Background: an optimization exercise with open tools, aiming at small area and a short achievable clock period. Do not read the settings as production practice.
The RTL was checked by simulation tests, not by an equivalence proof against the original design.

==> flow/design.v, too long to show whole: its modules and the start of the top module <==
// module booth_enc: 28 lines
// module mult: 1084 lines
// module mult_top: 62 lines
module mult_top(
	input 							clk,
	input							rst_n,
	input							pipe_flush,
	input 			[32-1:0] 	mcand,
	input 			[32-1:0] 	mplier,
	input 			[4:0]	 		func,
	output logic 	[32-1:0] 	result
);
  // ...
==> flow/run.sh <==
#!/bin/bash
# synth_recipe.tcl (not shown) runs the flow's synth.tcl, then flattens the netlist and writes it again
# the make line also repeats each setting of config.mk as NAME=value (left out here)
make -C /OpenROAD-flow-scripts/flow DESIGN_CONFIG=/design/flow/config.mk WORK_HOME=/design/flow/orfs CLKGATE_MAP_FILE= SYNTH_SCRIPT=/design/flow/synth_recipe.tcl finish
==> flow/config.mk <==
export PLATFORM = sky130hd
export DESIGN_NAME = mult_top
export DESIGN_NICKNAME = mult_top
export VERILOG_FILES = /design/flow/design.v
export SDC_FILE = /design/flow/constraint.sdc
export NUM_CORES = 4
export LEC_CHECK = 0
export ABC_AREA = 1
export CAP_MARGIN = 20
export CORE_MARGIN = 2
export CORE_UTILIZATION = 40
export SLEW_MARGIN = 20
==> flow/constraint.sdc <==
create_clock -name core_clock -period 13.0 [get_ports {clk}]
set_input_delay 2.6000 -clock core_clock [delete_from_list [all_inputs] [get_ports {clk}]]
set_output_delay 2.6000 -clock core_clock [all_outputs]
set_load 0.01 [all_outputs]
==> impl_metrics.csv, run 1 <==
group,metric,value,unit
placement,placed_area,30600,sq um
logic_synthesis,synth_edf_count,0,
worst_setup_path,path_delay_family,"adder cells",
logic_synthesis,yosysSeqAreaShare,14.6,%
finish,final.fill_count,7456,
finish,multi_input_cells,2584,
clock_tree,root_buffer,"clkbuf_16",
clock_tree,tritoncts,"yes",
timing,drv_slew,0,
worst_setup_path,startpoint,"neg_d0[5]$_DFF_P_",
status,status,"timing/DRC/antenna clean",
grt,overflow,0,
finish,num_antenna_cells,0,
timing,tightest_slew,1.17,ns
detailed_routing,wl_per_cell,29.3,um
finish,layout.nets,4092,
worst_hold_path,min_to,"valid_d1$_DFF_PN0_",
logic_synthesis,synth_compound_area_share,23.5,%
logic_synthesis,synth_ff_type,"dfxtp_1",
die,fp.coreArea,72600,sq um
finish,stdcell_count,4578,
die,initial_utilization,40.3,%
finish,clkbuf_count,36,
detailed_routing,drtIter0Drc,5183,
timing,fin_crit_sh,44.8,%
logic_synthesis,synth_top_area_cell,"fa_1",
detailed_routing,vias,29300,
finish,drive_gt1_share,5.61,%
==> run 2: changes to the inputs <==
--- a/flow/config.mk
+++ b/flow/config.mk
@@ -9,4 +9,5 @@
 export CAP_MARGIN = 20
 export CORE_MARGIN = 2
-export CORE_UTILIZATION = 40
+export CORE_UTILIZATION = 30
+export PLACE_DENSITY = 0.45
 export SLEW_MARGIN = 20
==> run 2 against run 1 <==
  * Clock skew rose by 0.0032 ns
  * Sequential share of layout area fell by 0.19 points
  * Die area rose by 33%
  * Flip-flop and latch count did not move
  * Count of clock-buffer cells in the layout fell by 3
  * Final area rose by 1.5%
  * Wire length rose by 10%
  * Critical path type is now flip-flop to primary output
  * Critical endpoint is now result[27]
==> impl_metrics.csv, run 2 <==
group,metric,value,unit
timing,slew_headroom,26.6,%
detailed_routing,wl,148000,um
placement,place_inst,4855,
timing,tightest_slew,1.10,ns
placement,dp_hpwl,106000,um
worst_setup_path,end_kind,"primary output",
logic_synthesis,synth_top_area_cell,"fa_1",
clock_tree,postCtsResizedCells,0,
placement,io_buffers,103,
finish,stdcell_count,4902,
timing,finalSetupViolCount,0,
worst_setup_path,critPathMaxFanout,5,
logic_synthesis,synth_cells,3724,
clock_tree,htreeDepth,1,
die,initial_utilization,30.3,%
logic_synthesis,synth_top_area_share,19.7,%
detailed_routing,wl_per_cell,30.2,um
grt,grt_pass1_wl,211000,um
timing,drv_slew,0,
worst_setup_path,r2r_setup_slack,7.43,ns
detailed_routing,first_pass_iters,8,
finish,drive_gt1_share,5.96,%
worst_hold_path,min_path_cells,2,
grt,grt_pass1_vias,28700,
logic_synthesis,syn-cell-area,29200,sq um
logic_synthesis,yosys.area_share.xor_xnor,13.1,%
clock_tree,tritoncts,"yes",
timing,fin_worst_skew,0.0312,ns
worst_setup_path,cp-start-kind,"flip-flop",
timing,fin_crit,5.84,ns
finish,num_antenna_cells,0,
timing,setup_tns,0,ns
status,status,"timing/DRC/antenna clean",
worst_setup_path,crit_type,"flip-flop to primary output",
logic_synthesis,yosysSeqAreaShare,14.6,%
logic_synthesis,yosysMostFrequentCell,"inv_1",
detailed_routing,drtIter0Drc,4181,
worst_setup_path,worstPathArrival,3.24,ns
detailed_routing,drc_errors,0,
grt,antenna_found_initial,5,
die,pin_count,104,
grt,grt_max_degree,76,
timing,max_freq,0.171,GHz
logic_synthesis,yosys.area_share.adder,25.3,%
finish,final_cell_mix,"inv_1, nand2_1, xor2_1, a221oi_1, o22ai_1",
finish,top_regs,"x_d1 x44, y_d1 x44",
logic_synthesis,synth_compound_area_share,23.5,%
worst_hold_path,min_path_type,"flip-flop to flip-flop",
clock_tree,postCtsHoldBufs,0,
logic_synthesis,yosys_warnings,1,
placement,finalWeightedCongestion,0.995,
grt,grt_usage,29.2,%
logic_synthesis,ys_seq_elements,213,
finish,layout_commonest_cell,"inv_1",
worst_setup_path,worstRegToRegCells,22,
die,fp.coreArea,96600,sq um
timing,hold_viol,0,
logic_synthesis,synthTopCellsByCount,"inv_1, nand2_1, xor2_1, a221oi_1, o22ai_1",
logic_synthesis,synth_cell_types,49,
detailed_routing,via_per_inst,5.94,
clock_tree,clk_latency,0.60,ns
clock_tree,root_buffer,"clkbuf_16",
clock_tree,numCtsBuffers,26,
logic_synthesis,ys_top_cells_by_area,"fa_1, dfxtp_1, xor2_1",
logic_synthesis,muxShareOfSynthArea,0,%
die,dieArea,99900,sq um
clock_tree,max-clock-path-buffers,3,
clock_tree,postCtsSetupRepairBufs,0,
worst_setup_path,crit_required,10.40,ns
timing,fin_crit_sh,44.9,%
flow_run,maxCapViolCount,0,
detailed_routing,drtAntennaViolNets,0,
logic_synthesis,syn_nets,4215,
finish,synthToLayoutAreaGrowth,9.26,%
die,die_h,316,um
finish,layout.nets,4098,
grt,overflow,0,
die,fp-row-count,114,
logic_synthesis,syn_avg_cell_area,7.85,sq um
logic_synthesis,synth_top_family_by_area,"adder cells",
detailed_routing,vias,29100,
logic_synthesis,synth_ff_type,"dfxtp_1",
logic_synthesis,ys_async_sr_fraction,0.939,%
logic_synthesis,synth_edf_count,0,
logic_synthesis,yosys.area_share.simple,10.9,%
clock_tree,cts.clk_slew.worst_paths,0.06,ns
clock_tree,cts.sinks,213,
die,die_x,316,um
timing,rsz0062_at_grt,"false",
==> run 2: cells by family (layout without fill, tap and decap cells) <==
family | count (synthesis) | after routing
AO/OA/AOI/OAI | 983 | 983
flip-flops | 213 | 213
adder cells (fa/ha/maj) | 419 | 419
buffers and inverters | 927 | 829
XOR/XNOR | 436 | 436
AND/OR/NAND/NOR | 746 | 746
==> run 2: path summary, 6_finish.rpt <==
kind,end,startpoint
max,result[27],x_d1[20]$_DFF_P_
min,valid_d1$_DFF_PN0_,valid_d0$_DFF_PN0_
max reg2reg,cin_d1$_DFF_P_,a_d0[12]$_DFF_P_
min reg2reg,valid_d1$_DFF_PN0_,valid_d0$_DFF_PN0_
max in group asynchronous,valid_d0$_DFF_PN0_,rst_n
min in group asynchronous,valid_d1$_DFF_PN0_,rst_n
==> run 2: metrics by stage <==
stage / hold slack (ns) / cell area, sq um / setup WS [ns] / util [%]
CTS: 0.461 / 31900 / 7.13 / 33.1
global route: 0.492 / 31900 / 7.00 / 33.1
global placement: 0.442 / 31100 / 7.61 / 32.2
finish: 0.455 / 31900 / 7.16 / 33.1
floorplan: 0.434 / 29200 / 8.84 / -
detailed placement: 0.449 / 31100 / 7.61 / 32.2
==> run 2: metal layers <==
layer,vias to the layer above,wire length (um),GRT usage (%)
met1,13900,58600,37.2
met4,10,9760,15.0
met5,-,69,0
met3,514,17900,9.16
met2,2177,61900,44.2
li1,12400,-,-
==> run 2: area by class of cell <==
class / instances / area, sq um
Clock inverter: 14 / 156
Inverter: 587 / 2200
Clock buffer: 33 / 697
Tap cell: 1276 / 1600
Timing Repair Buffer: 195 / 1720
Multi-Input combinational cell: 2584 / 21300
Sequential cell: 213 / 4290
Fill cell: 10400 / 64600
==> run 2: worst max-delay path, cell delays in order, from the launching register on <==
cell             delay, ns
dfxtp_1               0.30
ha_1                  0.38
a21oi_1               0.37
o21ai_0               0.23
a21oi_1               0.37
nand2_1               0.10
nand2_1               0.10
nand4_1               0.10
nand3_1               0.15
clkdlybuf4s50_1       0.55
==> run 3: changes to the inputs <==
==> flow/flow/run.sh (new file) <==
#!/bin/bash
# Layout flow: the standard ORFS flow (standard.sh, standard synthesis
# unchanged), with two changes made through ORFS's own variables:
#  - input and output ports are buffered with buf_2 (BUFFER_PORTS_ARGS);
#  - after the placement resize step, the drivers of high-fanout nets are
#    given a stronger drive strength of the same cell (flow/upsize.tcl,
#    run as ORFS's POST_RESIZE_TCL hook).
# Each make run's full output goes to a log file in the work folder; ORFS's
# per-step logs are under orfs/logs/.
set -euo pipefail
W=$(pwd)
bash standard.sh synth > "$W/log_synth.txt" 2>&1
bash standard.sh "BUFFER_PORTS_ARGS=-buffer_cell sky130_fd_sc_hd__buf_2" \
  POST_RESIZE_TCL="$W/flow/upsize.tcl" finish > "$W/log_layout.txt" 2>&1
==> flow/flow/upsize.tcl (new file) <==
# Upsize the drivers of high-fanout nets (drive strength only; same cell function).
set lib_cells {}
foreach lc [get_lib_cells */*] { dict set lib_cells [get_name $lc] 1 }
set n 0
foreach inst [get_cells *] {
  set master [get_property $inst ref_name]
  if {![regexp {^(sky130_fd_sc_hd__[a-z0-9]+)_([0-9]+)$} $master -> base drv]} { continue }
  if {[string match "*tapvpwrvgnd*" $master] || [string match "*clkbuf*" $master] && 0} { continue }
  set fo 0
  foreach pin [get_pins -of_objects $inst -filter "direction == output"] {
    set net [get_nets -quiet -of_objects $pin]
    if {$net eq ""} { continue }
    set c [llength [get_pins -quiet -of_objects $net -filter "direction == input"]]
    if {$c > $fo} { set fo $c }
  }
  set want ""
  if {$fo >= 14} { set want 4 } elseif {$fo >= 6} { set want 2 }
  if {$want ne "" && $drv < $want && [dict exists $lib_cells ${base}_$want]} {
    replace_cell $inst ${base}_$want
    incr n
  }
}
puts "upsize.tcl: resized $n instances"
==> flow/standard.sh (new file) <==
#!/bin/bash
# synth_recipe.tcl (not shown) runs the flow's synth.tcl, then flattens the netlist and writes it again
# the make line also repeats each setting of config.mk as NAME=value (left out here)
make -C /OpenROAD-flow-scripts/flow DESIGN_CONFIG=/design/flow/config.mk WORK_HOME=/design/flow/orfs CLKGATE_MAP_FILE= SYNTH_SCRIPT=/design/flow/synth_recipe.tcl "${@:-finish}"
removed: flow/run.sh
==> run 3 against run 2 <==
  * Final area down 1.4%
  * Via count down 0.84%
  * Die area unchanged
  * Synthesized area unchanged
  * First-iteration DRC count down 5.4%
  * Utilization down 0.48 points
  * Global-route usage down 0.36 points
  * Critical path depth up 2
  * Sequential share of layout area up 0.33 points
  * Critical endpoint is now result[23]
  * Highest routed layer unchanged
==> impl_metrics.csv, run 3 <==
group,metric,value,unit
logic_synthesis,synth_top_area_share,19.7,%
timing,setup_tns,0,ns
logic_synthesis,synth_ff_type,"dfxtp_1",
worst_setup_path,cp-start-kind,"flip-flop",
detailed_routing,drtAntennaViolNets,0,
flow_run,maxCapViolCount,0,
clock_tree,postCtsHoldBufs,0,
worst_setup_path,crit_required,10.40,ns
finish,synthToLayoutAreaGrowth,7.69,%
worst_setup_path,r2r_end,"cin_d1$_DFF_P_",
grt,grt_usage,28.8,%
worst_setup_path,worstRegToRegCells,22,
timing,fin_crit,5.62,ns
placement,placed_area,30600,sq um
finish,layout.nets,4093,
timing,hold_viol,0,
logic_synthesis,synthTopCellsByCount,"inv_1, nand2_1, xor2_1, a221oi_1, o22ai_1",
die,die_x,316,um
logic_synthesis,synth_cell_types,49,
placement,dp_hpwl,105000,um
worst_setup_path,path_common_cell,"nand2_1",
worst_setup_path,path_delay_family,"simple AND/OR/NAND/NOR gates",
grt,grt_max_degree,95,
status,status,"timing/DRC/antenna clean",
grt,overflow,0,
detailed_routing,drtIter0Drc,3957,
timing,slew_headroom,37.0,%
die,fp-row-count,114,
worst_setup_path,crit_type,"flip-flop to primary output",
worst_setup_path,cp.depth,11,
placement,place_inst,4848,
worst_setup_path,worstPathArrival,3.02,ns
worst_setup_path,startpoint,"x_d1[18]$_DFF_P_",
detailed_routing,first_pass_iters,9,
grt,grt_pass1_vias,28500,
worst_setup_path,critPathMaxFanout,4,
logic_synthesis,yosysSeqAreaShare,14.6,%
worst_setup_path,cpPeakStageDelay,0.37,ns
logic_synthesis,yosys_warnings,1,
timing,drv_slew,0,
finish,final_area,31500,sq um
logic_synthesis,synth_edf_count,0,
timing,rsz0062_at_grt,"false",
worst_setup_path,path_cells,"ha_1 > a21oi_1 > o21ai_0 > inv_1 > nand2_1 > nand3b_1 > nand2_1 > nand2_1 > nand2_1 > nand3_1 > buf_2",
logic_synthesis,synth_cells,3724,
timing,fin_worst_skew,0.0191,ns
worst_setup_path,cp_slowest_cell,"ha_1",
clock_tree,htreeDepth,1,
finish,top_regs,"x_d1 x44, y_d1 x44",
worst_setup_path,end_kind,"primary output",
logic_synthesis,yosysMostFrequentCell,"inv_1",
detailed_routing,vias,28900,
logic_synthesis,syn-cell-area,29200,sq um
placement,finalWeightedCongestion,0.998,
worst_setup_path,r2r_setup_slack,7.79,ns
timing,tightest_slew,0.946,ns
clock_tree,cts.clk_slew.worst_paths,0.06,ns
timing,max_freq,0.178,GHz
timing,finalSetupViolCount,0,
finish,final.fill_count,10400,
logic_synthesis,ys_seq_elements,213,
logic_synthesis,syn_nets,4215,
clock_tree,postCtsResizedCells,0,
finish,drive_gt1_share,11.3,%
clock_tree,clk_latency,0.60,ns
clock_tree,root_buffer,"clkbuf_16",
finish,stdcell_count,4900,
worst_setup_path,reg2reg_from,"s1_d0[0]$_DFF_P_",
die,die_h,316,um
grt,grt_pass1_wl,209000,um
detailed_routing,via_per_inst,5.89,
logic_synthesis,ys_top_cells_by_area,"fa_1, dfxtp_1, xor2_1",
logic_synthesis,synth_top_area_cell,"fa_1",
die,pin_count,104,
worst_hold_path,min_path_type,"flip-flop to flip-flop",
finish,final_cell_mix,"inv_1, nand2_1, xor2_1, a221oi_1, o22ai_1",
clock_tree,tritoncts,"yes",
worst_hold_path,min-delay-start,"valid_d0$_DFF_PN0_",
finish,layout_commonest_cell,"inv_1",
logic_synthesis,syn_avg_cell_area,7.85,sq um
detailed_routing,drc_errors,0,
clock_tree,numCtsBuffers,27,
clock_tree,max-clock-path-buffers,3,
timing,fin_crit_sh,43.2,%
worst_setup_path,path_buf_inv,2,
die,initial_utilization,30.3,%
clock_tree,cts.sinks,213,
clock_tree,postCtsSetupRepairBufs,0,
detailed_routing,wl_per_cell,29.8,um
grt,antenna_found_initial,4,
die,dieArea,99900,sq um
die,fp.coreArea,96600,sq um
detailed_routing,wl,146000,um
placement,io_buffers,103,
logic_synthesis,ys_async_sr_fraction,0.939,%
worst_setup_path,endpoint,"result[23]",
## run 3: cell count changes in the layout (fill, tap and decap cells not counted), sizes merged
cell           delta
buf              +97
inv               +3
clkinv            -2
diode             +1
clkdlybuf4s50   -103
clkinvlp          -2
clkbuf            +4
## run 3: cell families (layout without fill, tap and decap cells)
group / count (synthesis) / in the layout / share of synthesized area, %
AOI/OAI and AO/OA: 983 / 983 / 23.5
and+or+nand+nor: 746 / 746 / 10.9
buffers and inverters: 927 / 826 / 12.6
adders and majority gates: 419 / 419 / 25.3
other: 0 / 1 / 0
DFF: 213 / 213 / 14.6
xor gates and xnor gates: 436 / 436 / 13.1
## run 3: final cells by class
| cell class | instances | area [sq um] | area share, % |
|---|---|---|---|
| multi-input cells | 2584 | 21300 | 67.7 |
| flip-flops and latches | 213 | 4330 | 13.8 |
| inverters | 587 | 2220 | 7.06 |
| well taps | 1276 | 1600 | 5.07 |
| repair buffers | 189 | 1160 | 3.68 |
| clock buffers | 37 | 723 | 2.30 |
| clock inverters | 13 | 148 | 0.469 |
| diodes | 1 | 2.50 | 0.00795 |
## run 3: per-layer routing
metal | GRT usage [%] | share of wire, % | vias to the layer above
met5 | 0.379 | 0.0082 | -
met4 | 15.2 | 6.9 | 2
met3 | 9.58 | 13 | 526
met2 | 42.7 | 41 | 2119
met1 | 37.0 | 39 | 13800
li1 | - | - | 12400
## run 3: stage by stage
| stage | util, % | hold slack, ns | setup slack [ns] |
|---|---|---|---|
| final | 32.6 | 0.458 | 7.38 |
| after CTS | 32.6 | 0.460 | 7.42 |
| after global placement | 31.6 | 0.447 | 7.43 |
| after global routing | 32.6 | 0.477 | 7.25 |
| after detailed placement | 31.7 | 0.445 | 7.97 |
| after floorplan | - | 0.434 | 8.84 |
## run 3: worst min path at each step
stage	to	slack (ns)	cells after the start
final	valid_d1$_DFF_PN0_	0.46	2
after global routing	valid_d1$_DFF_PN0_	0.48	2
after CTS	valid_d1$_DFF_PN0_	0.46	2
after detailed placement	valid_d1$_DFF_PN0_	0.44	2
after global placement	valid_d1$_DFF_PN0_	0.45	2
after floorplan	valid_d1$_DFF_PN0_	0.43	2
## run 3: worst reg2reg max path, stage by stage, from the launching register on
cell	delay (ns)
dfxtp_1	0.38
inv_1	0.08
buf_4	0.44
o22ai_1	0.19
a221oi_1	0.42
xor2_1	0.16
fa_1	0.46
fa_1	0.51
inv_1	0.07
fa_1	0.48
inv_1	0.04
ha_1	0.17
inv_1	0.06
fa_1	0.41
inv_1	0.09
ha_1	0.29
inv_1	0.04
nor2_1	0.08
nand3_1	0.12
inv_1	0.07
nand4_1	0.16
o211a_1	0.28
a21oi_1	0.13

## afterwards: timing with drivers on the ports
The results above use ideal ports. As a check the final layouts listed here were re-extracted and re-timed, cells and wires unchanged. Step 1 (the two cells are an assumption about what drives the block):
set clk [get_ports {clk}]
set_driving_cell -lib_cell sky130_fd_sc_hd__clkbuf_16 $clk
set_driving_cell -lib_cell sky130_fd_sc_hd__buf_2 [delete_from_list [all_inputs] $clk]
Step 2 moves the port delays by t, midway between the first and last clock arrival at a register: inputs arrive t later, outputs are due t later. That takes back most of the time a late clock gives input paths. a / b / c = no drivers / after step 1 / after step 2; a / b = the first two.
run | t, ns | setup slack, ns | slew at the worst register clock pin (ns)
run 1 | 0.650 | 7.175 / 7.175 / 7.175 | 0.07 / 0.07
run 2 | 0.653 | 7.165 / 7.100 / 7.426 | 0.07 / 0.07
run 3 | 0.661 | 7.383 / 7.316 / 7.786 | 0.07 / 0.07
After both steps setup and hold are still met in every run listed.
